This is an optimization exercise on Yosys and OpenROAD, whose aim is small area, not a production implementation.
The RTL was checked by simulation tests, not by an equivalence proof against the original design.

<file path="design/flow/config.mk">
export PLATFORM = sky130hd
export DESIGN_NAME = eptAV
export DESIGN_NICKNAME = eptAV
export VERILOG_FILES = /design/flow/design.v
export SDC_FILE = /design/flow/constraint.sdc
export NUM_CORES = 4
export LEC_CHECK = 0
export CAP_MARGIN = 20
export CORE_MARGIN = 2
export CORE_UTILIZATION = 40
export SLEW_MARGIN = 20
</file>
<file path="design/flow/run.sh">
#!/bin/bash
# synth_recipe.tcl (not shown) runs the flow's synth.tcl, then flattens the netlist and writes it again
# the make line also repeats each setting of config.mk as NAME=value (left out here)
make -C /OpenROAD-flow-scripts/flow DESIGN_CONFIG=/design/flow/config.mk WORK_HOME=/design/flow/orfs CLKGATE_MAP_FILE= SYNTH_SCRIPT=/design/flow/synth_recipe.tcl finish
</file>
<file path="design/flow/constraint.sdc">
create_clock -name core_clock -period 8.0 [get_ports {ept_clock}]
set_input_delay 1.6000 -clock core_clock [delete_from_list [all_inputs] [get_ports {ept_clock}]]
set_output_delay 1.6000 -clock core_clock [all_outputs]
set_load 0.01 [all_outputs]
</file>
<file path="design/flow/design.v">
module counter
#(
	parameter 
		COUNTER_SIZE	= 40,
		DATA_WIDTH		= 32
)
(
	input wire 								clock_i,
	input wire 								reset_i,
	input wire 								enable_i,
	input wire 								clear_i,				 
	input wire 								loadLo_i,				 
	input wire 								loadHi_i,				 
	input wire [DATA_WIDTH-1:0]		loadData_i,
	output wire	[COUNTER_SIZE-1:0]	counterOut_o		 
);
	reg [COUNTER_SIZE-1:0] counterReg;
	always @ (posedge clock_i, posedge reset_i) begin
		if (reset_i) begin
			counterReg <= 0;
		end
		else if (clear_i) begin
			counterReg <= 0;
		end
		else if (loadLo_i | loadHi_i) begin
			if (loadLo_i) begin
				counterReg[DATA_WIDTH-1:0] <= loadData_i;
			end
			if (loadHi_i) begin
				counterReg[COUNTER_SIZE-1:DATA_WIDTH] <= loadData_i[COUNTER_SIZE-DATA_WIDTH-1:0];
			end
		end
		else if (enable_i) begin
			counterReg <= counterReg + 1;
		end
	end
	assign counterOut_o = counterReg;				 
endmodule
module ept
#(
	parameter
		COUNTER_SIZE 		= 40,
		DATA_WIDTH 			= 32,
		RAM_SIZE				= 7,									
		TASK_ID_SIZE		= RAM_SIZE + 1,
		OFFSET_SIZE			= 8
)
(
	input wire 								clock_i,
	input wire 								reset_i,
	input wire 								softReset_i,			 
	input wire 								counterLoadLo_i,
	input wire 								counterLoadHi_i,
	input wire [DATA_WIDTH-1:0]		counterLoadData_i,
	output wire [RAM_SIZE-1:0] 		ramAddress_o,
	output wire [DATA_WIDTH-1:0] 		ramWriteData_o,
	input wire [DATA_WIDTH-1:0] 		ramReadData_i,
	output wire								ramWrite_o,
	output wire								ramRead_o,
	input wire 								start_i,
	input wire 								stop_i,
	input wire [TASK_ID_SIZE-1:0]		taskID_i,				 
	input wire [OFFSET_SIZE-1:0]		offset_i,				 
	input wire 								irqAssert_i,			 
	input wire 								isrHandling_i,			 
	input wire 								contextSave_i,  		 
	input wire 								contextRestore_i,		 
	output wire [COUNTER_SIZE-1:0]	counterData_o,
	output reg 								ready_o,
	output reg								doneTick_o
);
	localparam COUNTER_ZEROS = {(COUNTER_SIZE-DATA_WIDTH){1'b0}};
	localparam RESERVED_PARAMETER_SIZE = 4;												
	localparam [RAM_SIZE-1:0] 
		RAM_ADDRESS_MAX 			= ~('b0),															 
		RAM_ADDRESS_RESERVED		= RAM_ADDRESS_MAX - RESERVED_PARAMETER_SIZE + 1;		 
	localparam FSM_SIZE = 3;
	localparam [FSM_SIZE-1:0]
		STATE_IDLE 							= 3'b000,
		STATE_WATCH							= 3'b001,
		STATE_EXCEPTION 					= 3'b010,
		STATE_SUMMARIZE					= 3'b011,
		STATE_DONE							= 3'b100,
		STATE_STORE							= 3'b101;
	reg [FSM_SIZE-1:0] stateReg, stateNextReg;
	reg [TASK_ID_SIZE-1:0] taskIDReg, taskIDNextReg;
	reg [RAM_SIZE-1:0] ramAddressReg, ramAddressNextReg, taskAddressReg;
	wire counterEnable, counterReset;
	reg counterResetReg;
	reg [COUNTER_SIZE-1:0] startTimestampReg, startTimestampNextReg, taskPartTimeReg, taskPartTimeNextReg, elapsedReg, elapsedNextReg, elapsedSumReg, elapsedSumNextReg;
	reg irqReg, irqNextReg, isrReg, isrNextReg, contextSaveReg, contextSaveNextReg, contextRestoreReg, contextRestoreNextReg, exceptionFlagReg, exceptionFlagNextReg;
	reg taskStartCCR, taskStartNextCCR, taskStopCCR, taskStopNextCCR;
	reg irqStartCCR, irqStartNextCCR, isrStartCCR, isrStartNextCCR, isrStopCCR, isrStopNextCCR, contextSaveStartCCR, contextSaveStartNextCCR,
		 contextSaveStopCCR, contextSaveStopNextCCR, contextRestoreStartCCR, contextRestoreStartNextCCR, contextRestoreStopCCR, contextRestoreStopNextCCR;
	wire taskStartTick, taskStopTick;
	wire irqStartTick, isrStartTick, isrStopTick, contextSaveStartTick, contextSaveStopTick, contextRestoreStartTick, contextRestoreStopTick;
	wire taskEnableRamAddress;
	always @ (posedge clock_i, posedge reset_i) begin
		if (reset_i) begin
			stateReg 									<= STATE_IDLE;
			taskIDReg 									<= 0;
			ramAddressReg								<= 0;
			taskAddressReg								<= 0;
			taskStartCCR								<= 0;
			taskStopCCR									<= 0;
			irqStartCCR									<= 0;
			isrStartCCR									<= 0;
			isrStopCCR									<= 0;
			contextSaveStartCCR						<= 0;
			contextSaveStopCCR						<= 0;
			contextRestoreStartCCR					<= 0;
			contextRestoreStopCCR					<= 0;
			irqReg										<= 0;
			isrReg										<= 0;
			contextSaveReg								<= 0;
			contextRestoreReg							<= 0;
			startTimestampReg							<= 0;
			taskPartTimeReg							<= 0;
			elapsedReg									<= 0;
			elapsedSumReg								<= 0;
			exceptionFlagReg							<= 0;
		end
		else if (softReset_i) begin
			stateReg 									<= STATE_IDLE;
			taskIDReg 									<= 0;
			ramAddressReg								<= 0;
			taskAddressReg								<= 0;
			taskStartCCR								<= 0;
			taskStopCCR									<= 0;
			irqStartCCR									<= 0;
			isrStartCCR									<= 0;
			isrStopCCR									<= 0;
			contextSaveStartCCR						<= 0;
			contextSaveStopCCR						<= 0;
			contextRestoreStartCCR					<= 0;
			contextRestoreStopCCR					<= 0;
			irqReg										<= 0;
			isrReg										<= 0;
			contextSaveReg								<= 0;
			contextRestoreReg							<= 0;
			startTimestampReg							<= 0;
			taskPartTimeReg							<= 0;
			elapsedReg									<= 0;
			elapsedSumReg								<= 0;
			exceptionFlagReg							<= 0;
		end
		else begin
			stateReg 									<= stateNextReg;
			taskIDReg									<= taskIDNextReg;
			ramAddressReg								<= ramAddressNextReg;
			if (taskStartTick) begin
				taskStartCCR							<= 1'b1;
				taskAddressReg							<= taskID_i[TASK_ID_SIZE-2:0];	 
			end
			else begin
				taskStartCCR							<= taskStartNextCCR;
			end
			if (taskStopTick) begin
				taskStopCCR								<= 1'b1;
			end
			else begin
				taskStopCCR								<= taskStopNextCCR;
			end
			if (irqStartTick) begin
				irqStartCCR								<= 1'b1;
			end
			else begin
				irqStartCCR								<= irqStartNextCCR;
			end
			if (isrStartTick) begin
				isrStartCCR								<= 1'b1;
			end
			else begin
				isrStartCCR								<= isrStartNextCCR;
			end
			if (isrStopTick) begin
				isrStopCCR								<= 1'b1;
			end
			else begin
				isrStopCCR								<= isrStopNextCCR;
			end
			if (contextSaveStartTick) begin
				contextSaveStartCCR					<= 1'b1;
			end
			else begin
				contextSaveStartCCR					<= contextSaveStartNextCCR;
			end
			if (contextSaveStopTick) begin
				contextSaveStopCCR					<= 1'b1;
			end
			else begin
				contextSaveStopCCR					<= contextSaveStopNextCCR;
			end
			if (contextRestoreStartTick) begin
				contextRestoreStartCCR				<= 1'b1;
			end
			else begin
				contextRestoreStartCCR				<= contextRestoreStartNextCCR;
			end
			if (contextRestoreStopTick) begin
				contextRestoreStopCCR				<= 1'b1;
			end
			else begin
				contextRestoreStopCCR				<= contextRestoreStopNextCCR;
			end
			irqReg										<= irqNextReg;
			isrReg										<= isrNextReg;
			contextSaveReg								<= contextSaveNextReg;
			contextRestoreReg							<= contextRestoreNextReg;
			startTimestampReg							<= startTimestampNextReg;
			taskPartTimeReg							<= taskPartTimeNextReg;
			elapsedReg									<= elapsedNextReg;
			elapsedSumReg								<= elapsedSumNextReg;
			exceptionFlagReg							<= exceptionFlagNextReg;
		end
	end
	always @* begin
		stateNextReg 								= stateReg;
		taskIDNextReg								= taskID_i;
		ramAddressNextReg							= ramAddressReg;
		taskStartNextCCR							= taskStopCCR;
		taskStopNextCCR							= taskStopCCR;
		irqStartNextCCR							= irqStartCCR;
		isrStartNextCCR							= isrStartCCR;
		isrStopNextCCR								= isrStopCCR;
		contextSaveStartNextCCR					= contextSaveStartCCR;
		contextSaveStopNextCCR					= contextSaveStopCCR;
		contextRestoreStartNextCCR				= contextRestoreStartCCR;
		contextRestoreStopNextCCR				= contextRestoreStopCCR;
		irqNextReg									= irqAssert_i;
		isrNextReg									= isrHandling_i;
		contextSaveNextReg						= contextSave_i;
		contextRestoreNextReg					= contextRestore_i;
		exceptionFlagNextReg						= exceptionFlagReg;
		startTimestampNextReg					= startTimestampReg;
		taskPartTimeNextReg						= taskPartTimeReg;
		elapsedNextReg								= elapsedReg;
		elapsedSumNextReg							= elapsedSumReg;
		counterResetReg								= 1'b0;
		ready_o 										= 1'b0;
		doneTick_o 									= 1'b0;
		case (stateReg)
			STATE_IDLE: begin
				ready_o 								= 1'b1;
				if (start_i) begin
					counterResetReg					= 1'b1;
					stateNextReg					= STATE_WATCH;
				end
			end
			STATE_WATCH: begin
				if (stop_i) begin
					stateNextReg		 		= STATE_DONE;					 
				end
				else begin
					if (irqStartCCR) begin
						irqStartNextCCR				= 0;																			 
						startTimestampNextReg		= counterData_o;															 
						exceptionFlagNextReg			= 1'b1;																		 
						taskPartTimeNextReg			= taskPartTimeReg + (counterData_o - startTimestampReg);		 
						stateNextReg					= STATE_EXCEPTION;														 
					end
					else begin					
						if (taskStartCCR) begin
							taskStartNextCCR			= 0;												 
							startTimestampNextReg 	= counterData_o;								 
							taskPartTimeNextReg		= 0;											 
						end
						if (taskStopCCR) begin
							taskStopNextCCR				= 0;																												 
							elapsedNextReg 				= (counterData_o - startTimestampReg) + taskPartTimeReg - {COUNTER_ZEROS, offset_i};	 
							if (taskEnableRamAddress) begin
								ramAddressNextReg 	= taskAddressReg;											
							end
							else begin
								ramAddressNextReg		= RAM_ADDRESS_RESERVED - 1;			 
							end
							stateNextReg = STATE_SUMMARIZE;
						end
					end
				end
			end
			STATE_EXCEPTION: begin
				if (contextSaveStartCCR) begin
					contextSaveStartNextCCR				= 0;																						 
					elapsedNextReg							= (counterData_o - startTimestampReg) - {COUNTER_ZEROS, offset_i};	 
					startTimestampNextReg				= counterData_o;																		 
					ramAddressNextReg						= RAM_ADDRESS_RESERVED;																 
					stateNextReg							= STATE_SUMMARIZE;
				end
				if (contextSaveStopCCR) begin
					contextSaveStopNextCCR				= 0;																						 
					taskPartTimeNextReg					= taskPartTimeReg + elapsedReg;													 
					elapsedNextReg							= (counterData_o - startTimestampReg) - {COUNTER_ZEROS, offset_i};	 
					ramAddressNextReg						= RAM_ADDRESS_RESERVED + 1;														 
					stateNextReg							= STATE_SUMMARIZE;
				end
				if (isrStartCCR) begin
					isrStartNextCCR						= 0;																						 
					startTimestampNextReg				= counterData_o;
				end
				if (isrStopCCR) begin
					isrStopNextCCR							= 0;																						 
					elapsedNextReg							= (counterData_o - startTimestampReg) - {COUNTER_ZEROS, offset_i};	 
					ramAddressNextReg						= RAM_ADDRESS_RESERVED + 2;														 
					stateNextReg							= STATE_SUMMARIZE;
				end
				if (contextRestoreStartCCR) begin
					contextRestoreStartNextCCR			= 0;																						 
					startTimestampNextReg				= counterData_o;
				end
				if (contextRestoreStopCCR) begin
					contextRestoreStopNextCCR			= 0;																						 
					elapsedNextReg							= (counterData_o - startTimestampReg) - {COUNTER_ZEROS, offset_i};	 
					ramAddressNextReg						= RAM_ADDRESS_RESERVED + 3;														 
					exceptionFlagNextReg					= 1'b0;																					 
					startTimestampNextReg				= counterData_o;																		 
					stateNextReg							= STATE_SUMMARIZE;
				end
			end
			STATE_SUMMARIZE: begin
				elapsedSumNextReg 		= elapsedReg + ramReadData_i;				 
				stateNextReg				= STATE_STORE;
			end
			STATE_STORE: begin
				if (exceptionFlagReg) begin
					stateNextReg		= STATE_EXCEPTION;
				end
				else begin
					stateNextReg		= STATE_WATCH;
				end
			end
			STATE_DONE: begin
				doneTick_o				= 1'b1;
				stateNextReg			= STATE_IDLE;
			end
			default: begin
				stateNextReg 			= STATE_IDLE;
			end
		endcase
	end
	counter #(.COUNTER_SIZE(COUNTER_SIZE), .DATA_WIDTH(DATA_WIDTH)) counter1
	(
		.clock_i(clock_i),
		.reset_i(reset_i),
		.clear_i(counterReset),
		.loadLo_i(counterLoadLo_i),
		.loadHi_i(counterLoadHi_i),
		.loadData_i(counterLoadData_i),
		.enable_i(counterEnable),
		.counterOut_o(counterData_o)		 
	);
	assign counterReset	= softReset_i | counterResetReg;
	assign counterEnable = (stateReg != STATE_IDLE);
	assign taskStartTick 				= (taskIDNextReg[TASK_ID_SIZE-1:TASK_ID_SIZE-1] > taskIDReg[TASK_ID_SIZE-1:TASK_ID_SIZE-1]);
	assign taskStopTick 					= (taskIDNextReg[TASK_ID_SIZE-1:TASK_ID_SIZE-1] < taskIDReg[TASK_ID_SIZE-1:TASK_ID_SIZE-1]);
	assign irqStartTick 					= (irqNextReg > irqReg) ? 1'b1 : 0;																		 
	assign isrStartTick 					= (isrNextReg > isrReg) ? 1'b1 : 0;																		 
	assign isrStopTick 					= (isrNextReg < isrReg) ? 1'b1 : 0;																		 
	assign contextSaveStartTick		= (contextSaveNextReg > contextSaveReg) ? 1'b1 : 0;												 
	assign contextSaveStopTick			= (contextSaveNextReg < contextSaveReg) ? 1'b1 : 0;												 
	assign contextRestoreStartTick	= (contextRestoreNextReg > contextRestoreReg) ? 1'b1 : 0;										 
	assign contextRestoreStopTick		= (contextRestoreNextReg < contextRestoreReg) ? 1'b1 : 0;										 
	assign taskEnableRamAddress		= (stateReg == STATE_WATCH) & (taskIDReg[TASK_ID_SIZE-2:0] < RAM_ADDRESS_RESERVED);		 
	assign ramRead_o					= (stateReg == STATE_SUMMARIZE);
	assign ramWrite_o 				= (stateReg == STATE_STORE);																				 
	assign ramAddress_o				= (stateReg == STATE_IDLE) ? 0 : ramAddressNextReg;														
	assign ramWriteData_o			= (stateReg == STATE_STORE) ? elapsedSumReg[DATA_WIDTH-1:0] : 0;								 
endmodule
module eptAV
#( 
	parameter
		ADDRESS_WIDTH		= 8,									
		DATA_WIDTH			= 32,
		COUNTER_SIZE		= 40
)
(
	input wire 													ept_clock,
	input wire 													ept_reset,
	input wire	[ADDRESS_WIDTH-1:0]						ept_address,
	input wire 	[DATA_WIDTH-1:0]							ept_writedata,
	output wire	[DATA_WIDTH-1:0]							ept_readdata,
	input wire 													ept_chipselect,
	input wire 													ept_write,
	input wire 													ept_irc,
	output wire 												ept_status,
	output wire	[ADDRESS_WIDTH-2:0]		 				ept_ramaddress_exp,
	output wire	[DATA_WIDTH-1:0]  						ept_ramwritedata_exp,
	input wire  [DATA_WIDTH-1:0] 							ept_ramreaddata_exp,
	output wire													ept_ramwrite_exp
);
	localparam
		RAM_ADDRESS_WIDTH 	= ADDRESS_WIDTH - 1,
		TASK_ID_SIZE			= RAM_ADDRESS_WIDTH + 1,
		OFFSET_SIZE				= 8;
	localparam [ADDRESS_WIDTH-1:0]
		MM_COUNTER_LO	= 8'h80,
		MM_COUNTER_HI	= 8'h81,
		MM_READY			= 8'h82,
		MM_START			= 8'h83,
		MM_STOP			= 8'h84,
		MM_TASK_ID		= 8'h85,
		MM_OFFSET		= 8'h86,
		MM_ISR			= 8'h87,
		MM_CTX_SAVE		= 8'h88,
		MM_CTX_RESTORE	= 8'h89,
		MM_EXECUTED		= 8'h8a,
		MM_RESET			= 8'h8b;
	wire [COUNTER_SIZE-1:0] counterData;
	wire [DATA_WIDTH-1:0] 
		counterLow = counterData[DATA_WIDTH-1:0],
		counterHigh = counterData[COUNTER_SIZE-1:DATA_WIDTH];
	wire write, ramWrite, start, stop, ready, ramDirectAccess;
	wire [RAM_ADDRESS_WIDTH-1:0] ramAddress;
	wire [DATA_WIDTH-1:0] ramWriteData;
	reg  [TASK_ID_SIZE-1:0] taskIDReg;
	reg  [OFFSET_SIZE-1:0] offsetReg;
	reg startReg, stopReg, isrHandlingReg, contextSavingReg, contextRestoringReg;
	reg executedReg;
	wire doneTick, reset, setReset, softReset, loadCounterLo, loadCounterHi;
	wire setTaskID, setOffset, isrHandling, contextSaving, contextRestoring;
	always @ (posedge ept_clock, posedge reset) begin
		if (reset) begin
			startReg						<= 0;
			stopReg						<= 0;
			taskIDReg					<= 0;
			offsetReg					<= 0;
			isrHandlingReg				<= 0;
			contextSavingReg			<= 0;
			contextRestoringReg		<= 0;
			executedReg					<= 0;
		end
		else if (softReset) begin
			startReg						<= 0;
			stopReg						<= 0;
			taskIDReg					<= 0;
			offsetReg					<= 0;
			isrHandlingReg				<= 0;
			contextSavingReg			<= 0;
			contextRestoringReg		<= 0;
			executedReg					<= 0;
		end
		else begin
			if (write) begin
				if (start) begin
					startReg					<= ept_writedata[0];							 
				end
				if (stop) begin
					stopReg					<= ept_writedata[0];							 
				end
				if (setTaskID) begin
					taskIDReg				<= ept_writedata[TASK_ID_SIZE-1:0];		 
				end
				if (setOffset) begin
					offsetReg				<= ept_writedata[OFFSET_SIZE-1:0];		 
				end
				if (isrHandling) begin
					isrHandlingReg			<= ept_writedata[0];							 
				end
				if (contextSaving) begin
					contextSavingReg		<= ept_writedata[0];							 
				end	
				if (contextRestoring) begin
					contextRestoringReg	<= ept_writedata[0];							 
				end
			end
			if (doneTick) begin
				executedReg <= executedReg + 1;
			end
		end
	end
	assign write 				= ept_write & ept_chipselect;
	assign start 				= (ept_address == MM_START);										 
	assign stop 				= (ept_address == MM_STOP);										 
	assign isrHandling		= (ept_address == MM_ISR) & write;
	assign contextSaving		= (ept_address == MM_CTX_SAVE) & write;
	assign contextRestoring	= (ept_address == MM_CTX_RESTORE) & write;					
	assign setTaskID			= (ept_address == MM_TASK_ID) & write;
	assign setOffset			= (ept_address == MM_OFFSET) & write;
	assign setReset			= (ept_address == MM_RESET) & write;
	assign loadCounterLo		= (ept_address == MM_COUNTER_LO) & write;					 
	assign loadCounterHi		= (ept_address == MM_COUNTER_HI) & write;					 
	assign reset				= ept_reset;															 
	assign softReset			= setReset & ept_writedata[0];									 
	assign ramDirectAccess				= ready & ~start & ~ept_address[ADDRESS_WIDTH-1];												 
	assign ept_ramaddress_exp			= (ramDirectAccess) ? ept_address[RAM_ADDRESS_WIDTH-1:0] : ramAddress;
	assign ept_ramwritedata_exp		= (ramDirectAccess) ? ept_writedata : ramWriteData;
	assign ept_ramwrite_exp				= (ramDirectAccess) ? write : ramWrite;
	assign ept_status						= ready;
	assign ept_readdata 					= (ramDirectAccess) ? ept_ramreaddata_exp :
												  (ept_address == MM_COUNTER_LO) ? counterLow :
												  (ept_address == MM_COUNTER_HI) ? counterHigh :
												  (ept_address == MM_READY) ? {{(DATA_WIDTH-1){1'b0}}, ready} :
												  (ept_address == MM_START) ? {{(DATA_WIDTH-1){1'b0}}, startReg} :
												  (ept_address == MM_STOP) ? {{(DATA_WIDTH-1){1'b0}}, stopReg} :
												  (ept_address == MM_TASK_ID) ? {{(DATA_WIDTH-TASK_ID_SIZE){1'b0}}, taskIDReg} :
												  (ept_address == MM_OFFSET) ? {{(DATA_WIDTH-OFFSET_SIZE){1'b0}}, offsetReg} :
												  (ept_address == MM_ISR) ? {{(DATA_WIDTH-1){1'b0}}, isrHandlingReg} :
												  (ept_address == MM_CTX_SAVE) ? {{(DATA_WIDTH-1){1'b0}}, contextSavingReg} :
												  (ept_address == MM_CTX_RESTORE) ? {{(DATA_WIDTH-TASK_ID_SIZE){1'b0}}, contextRestoringReg} :
												  (ept_address == MM_EXECUTED) ? {{(DATA_WIDTH-1){1'b0}}, executedReg} :
												  (ept_address == MM_RESET) ? {DATA_WIDTH{1'b0}} : 0;
	ept
	#(
		.COUNTER_SIZE(COUNTER_SIZE),
		.DATA_WIDTH(DATA_WIDTH),
		.RAM_SIZE(RAM_ADDRESS_WIDTH),									
		.TASK_ID_SIZE(TASK_ID_SIZE),
		.OFFSET_SIZE(OFFSET_SIZE)
	)
	ept1
	(
		.clock_i(ept_clock),
		.reset_i(reset),
		.softReset_i(softReset),
		.counterLoadLo_i(loadCounterLo),
		.counterLoadHi_i(loadCounterHi),
		.counterLoadData_i(ept_writedata),
		.ramAddress_o(ramAddress),
		.ramWriteData_o(ramWriteData),
		.ramReadData_i(ept_ramreaddata_exp),
		.ramRead_o(),
		.ramWrite_o(ramWrite),
		.start_i(startReg),
		.stop_i(stopReg),
		.taskID_i(taskIDReg),									 
		.offset_i(offsetReg),									 
		.irqAssert_i(ept_irc),							 
		.isrHandling_i(isrHandlingReg),						 
		.contextSave_i(contextSavingReg),  					 
		.contextRestore_i(contextRestoringReg),				 
		.counterData_o(counterData),
		.ready_o(ready),
		.doneTick_o(doneTick)
	);
endmodule
</file>
==> results.toml <==
[global_route]
grt_usage_pct = 27.58
antenna_found_initial = 0
grt_max_degree = 120
overflow = 0
grt_pass1_vias = 18020
grt_pass1_wl_um = 106500

[routing]
drc = 0
vias_per_cell = 6.016
ant_nets = 0
wl_um = 69300
detail_route.wl_per_cell_um = 22.14
vias = 18830
drt-initial-drc-count = 1784
drt-pass1-iter-count = 6

[synth]
syn_nets = 2630
synth_top_area_share_pct = 29.92
syn_area_per_cell_um2 = 7.869
ys_seq_area_share_pct = 29.92
yosysMostFrequentCell = "nand2_1"
synth_cells = 2413
ys_ff_latch = 227
async_reset_ff_share_pct = 100.0
synth_edf_count = 0
synth_cell_type_count = 87
syn_area_mm2 = 0.01899
ys.flop_type = "dfrtp_1"
yosys_warnings = 3
synthTopCellsByCount = "nand2_1, a21oi_1, o21ai_0"
synthTopCellsByArea = "dfrtp_1, ha_1, nand2_1"
yosysTopAreaCell = "dfrtp_1"

[sta]
min_period_over_period_pct = 85.27
tns_ns = 0
fin_skew_ns = 0.02139
whs_ns = 0.5145
setup_viol = 0
maxSlewViolCount = 0
fmax_mhz = 146.6
finalCriticalPeriod_ns = 6.821
final_hold_viol_count = 0
tightest_slew_ns = 1.283
rsz0062_at_grt = "false"
relSlewSlack_pct = 13.67

[critical_path]
cp.arrival_ns = 7.31
crit_path_max_fanout = 7
critPathCaptureType = "register"
crit_chain = "inv_1 > ha_1 > fa_1 > nor2b_1 > o21ai_0 > a2111oi_0 > or3_1 > xnor2_1 > inv_1 > ha_1 > inv_1 > nor3_1 > a2111oi_0 > a21oi_1 > a2111oi_0 > o211ai_1 > a211oi_1 > nor3_1 > nor4_1 > a311oi_1 > a221o_1"
r2r_cells = 21
path_buf_inv = 3
cp_slowest_stage_delay_ns = 0.76
crit_family = "compound AO/OA/AOI/OAI gates"
slowest_stage = "a2111oi_0"
worst-path-stages = 21
cp.required_ns = 8.49
startpoint_type = "register"
critPathKind = "reg2reg"

[clocking]
cts-hold-fix-buffers = 0
clock-root-buffer = "clkbuf_16"
clock_path_buffers = 3
numClockSinks = 227
cts_tree = "done"
cts_buffers = 31
clkLatencyLatePin_ns = 0.61
cts.repair.resized = 0
cts_setup_buffers = 0
clk_pin_slew_ns = 0.06
htreeDepth = 1

[final_layout]
fillers = 4650
final_nets = 2716
diodes = 0
syn_to_final_growth_pct = 16.13
drive_above_1_share_pct = 4.954

[placement]
hpwl_um = 52960
gp_congestion = 0.9603
io_buffers = 149

[die]
rows = 79
ios = 150
die_height_um = 221.9
die_x_um = 221.9
initial_core_util_pct = 40.70
dieArea_mm2 = 0.04923
coreArea_mm2 = 0.04665

[min_path]
hp-class = "reg2reg"
hold_path_depth = 2

[run]
drv_cap = 0

[status]
status = "finished clean"
## stage by stage
step	setup WS (ns)	std cells	area (um2)	utilization [%]
2_1_floorplan	0.1805	2413	18990	-
3_3_place_gp	1.554	3073	20970	44.94
4_1_cts	1.282	3130	22050	47.26
6_report	1.179	3130	22050	47.26
5_1_grt	0.5811	3130	22050	47.26
3_5_place_dp	1.320	3073	20970	44.94
## flip-flops by register name, summed over array words and instances (netlist names), 3 cells and up
signal / cells
ept1.taskPartTimeReg: 32
ept1.stateReg: 3
ept1.elapsedReg: 32
ept1.ramAddressReg: 7
ept1.elapsedSumReg: 32
ept1.startTimestampReg: 32
offsetReg: 8
ept1.counter1.counterReg: 40
ept1.taskIDReg: 6
ept1.taskAddressReg: 7
taskIDReg: 8
## routing by layer
layer	GRT usage (%)	part of all wire [%]
met3	3.419	5.8
met1	36.62	43
met2	44.41	45
met5	0	0
met4	13.64	5.5
## cells by family after synthesis
kind of cell	count (synthesis)	share of synthesized area [%]
AO/OA/AOI/OAI	825	27.71
XOR/XNOR	114	5.258
adder cells (fa/ha/maj)	140	9.423
buffers and inverters	210	4.474
flip-flops	227	29.92
multiplexers	27	1.456
AND/OR/NAND/NOR	870	21.76
## cell type report
cell class / count / area (um2) / area share [%]
multi-input combinational: 1976 / 12500 / 56.71
sequential: 227 / 5680 / 25.76
timing repair buffer: 171 / 1669 / 7.569
clock buffer: 44 / 894.6 / 4.057
tap: 607 / 759.5 / 3.444
inverter: 92 / 352.8 / 1.600
clock inverter: 13 / 190.2 / 0.8625
## tightest hold or removal path, cell delays in order, from the launching register on
cell,delay (ns)
dfrtp_1,0.31
nand2b_1,0.11
a21oi_1,0.06
## cells in the final DEF (no fill, tap or decap), types with 7 or more instances in the layout
cell	instances
a2111oi_0	7
a211oi_1	17
a21o_1	57
a21oi_1	235
a222oi_1	9
a22o_1	70
a22oi_1	19
a31oi_1	25
and2_1	28
and3_1	37
and4_1	9
buf_4	21
clkbuf_16	31
clkbuf_8	7
clkdlybuf4s50_1	149
dfrtp_1	227
ha_1	135
inv_1	91
mux2i_1	22
nand2_1	326
nand2b_1	30
nand3_1	56
nand3b_1	10
nand4_1	26
nor2_1	182
nor2b_1	34
nor3_1	54
nor3b_1	7
nor4_1	11
o211ai_1	19
o21a_1	14
o21ai_0	229
o21bai_1	15
o31ai_1	18
or3_1	18
xnor2_1	79
xor2_1	35
## path summary, 6_finish.rpt
check | slack (ns) | startpoint | end
setup / recovery | 1.18 | ept1.counter1.counterReg[0]$_DFFE_PP0P_ | ept1.elapsedReg[30]$_DFFE_PP0P_
hold / removal | 0.51 | ept1.irqReg$_DFF_PP0_ | ept1.irqStartCCR$_DFFE_PP0P_
setup reg to reg | 1.18 | ept1.counter1.counterReg[0]$_DFFE_PP0P_ | ept1.elapsedReg[30]$_DFFE_PP0P_
hold reg to reg | 0.51 | ept1.irqReg$_DFF_PP0_ | ept1.irqStartCCR$_DFFE_PP0P_
max in group asynchronous | 5.22 | ept_reset | ept1.ramAddressReg[3]$_DFF_PP0_
min in group asynchronous | 1.55 | ept_reset | ept1.counter1.counterReg[15]$_DFFE_PP0P_

==> static timing again, ports no longer ideal <==
How much do the figures lean on ideal ports? The routed layout below was timed once more, with nothing changed but the port constraints.
Step 1 (the two cells are an assumption about what drives the block):
set clk [get_ports {ept_clock}]
set_driving_cell -lib_cell sky130_fd_sc_hd__clkbuf_16 $clk
set_driving_cell -lib_cell sky130_fd_sc_hd__buf_2 [delete_from_list [all_inputs] $clk]
Step 2, shift: input delay + t, output delay - t, t = (earliest + latest rising clock arrival at the registers) / 2. This alone moves slack from input paths to output paths.
Slacks: ideal ports / drivers / drivers and shift; pairs: ideal ports / drivers.
t, ns: 0.652
setup slack, ns: 1.179 / 1.179 / 1.179
slew at the worst register clock pin (ns): 0.06 / 0.06
After both steps this run still meets setup and hold. For this run, drivers alone change the setup slack by 0.000 ns; drivers and shift together by 0.000 ns.
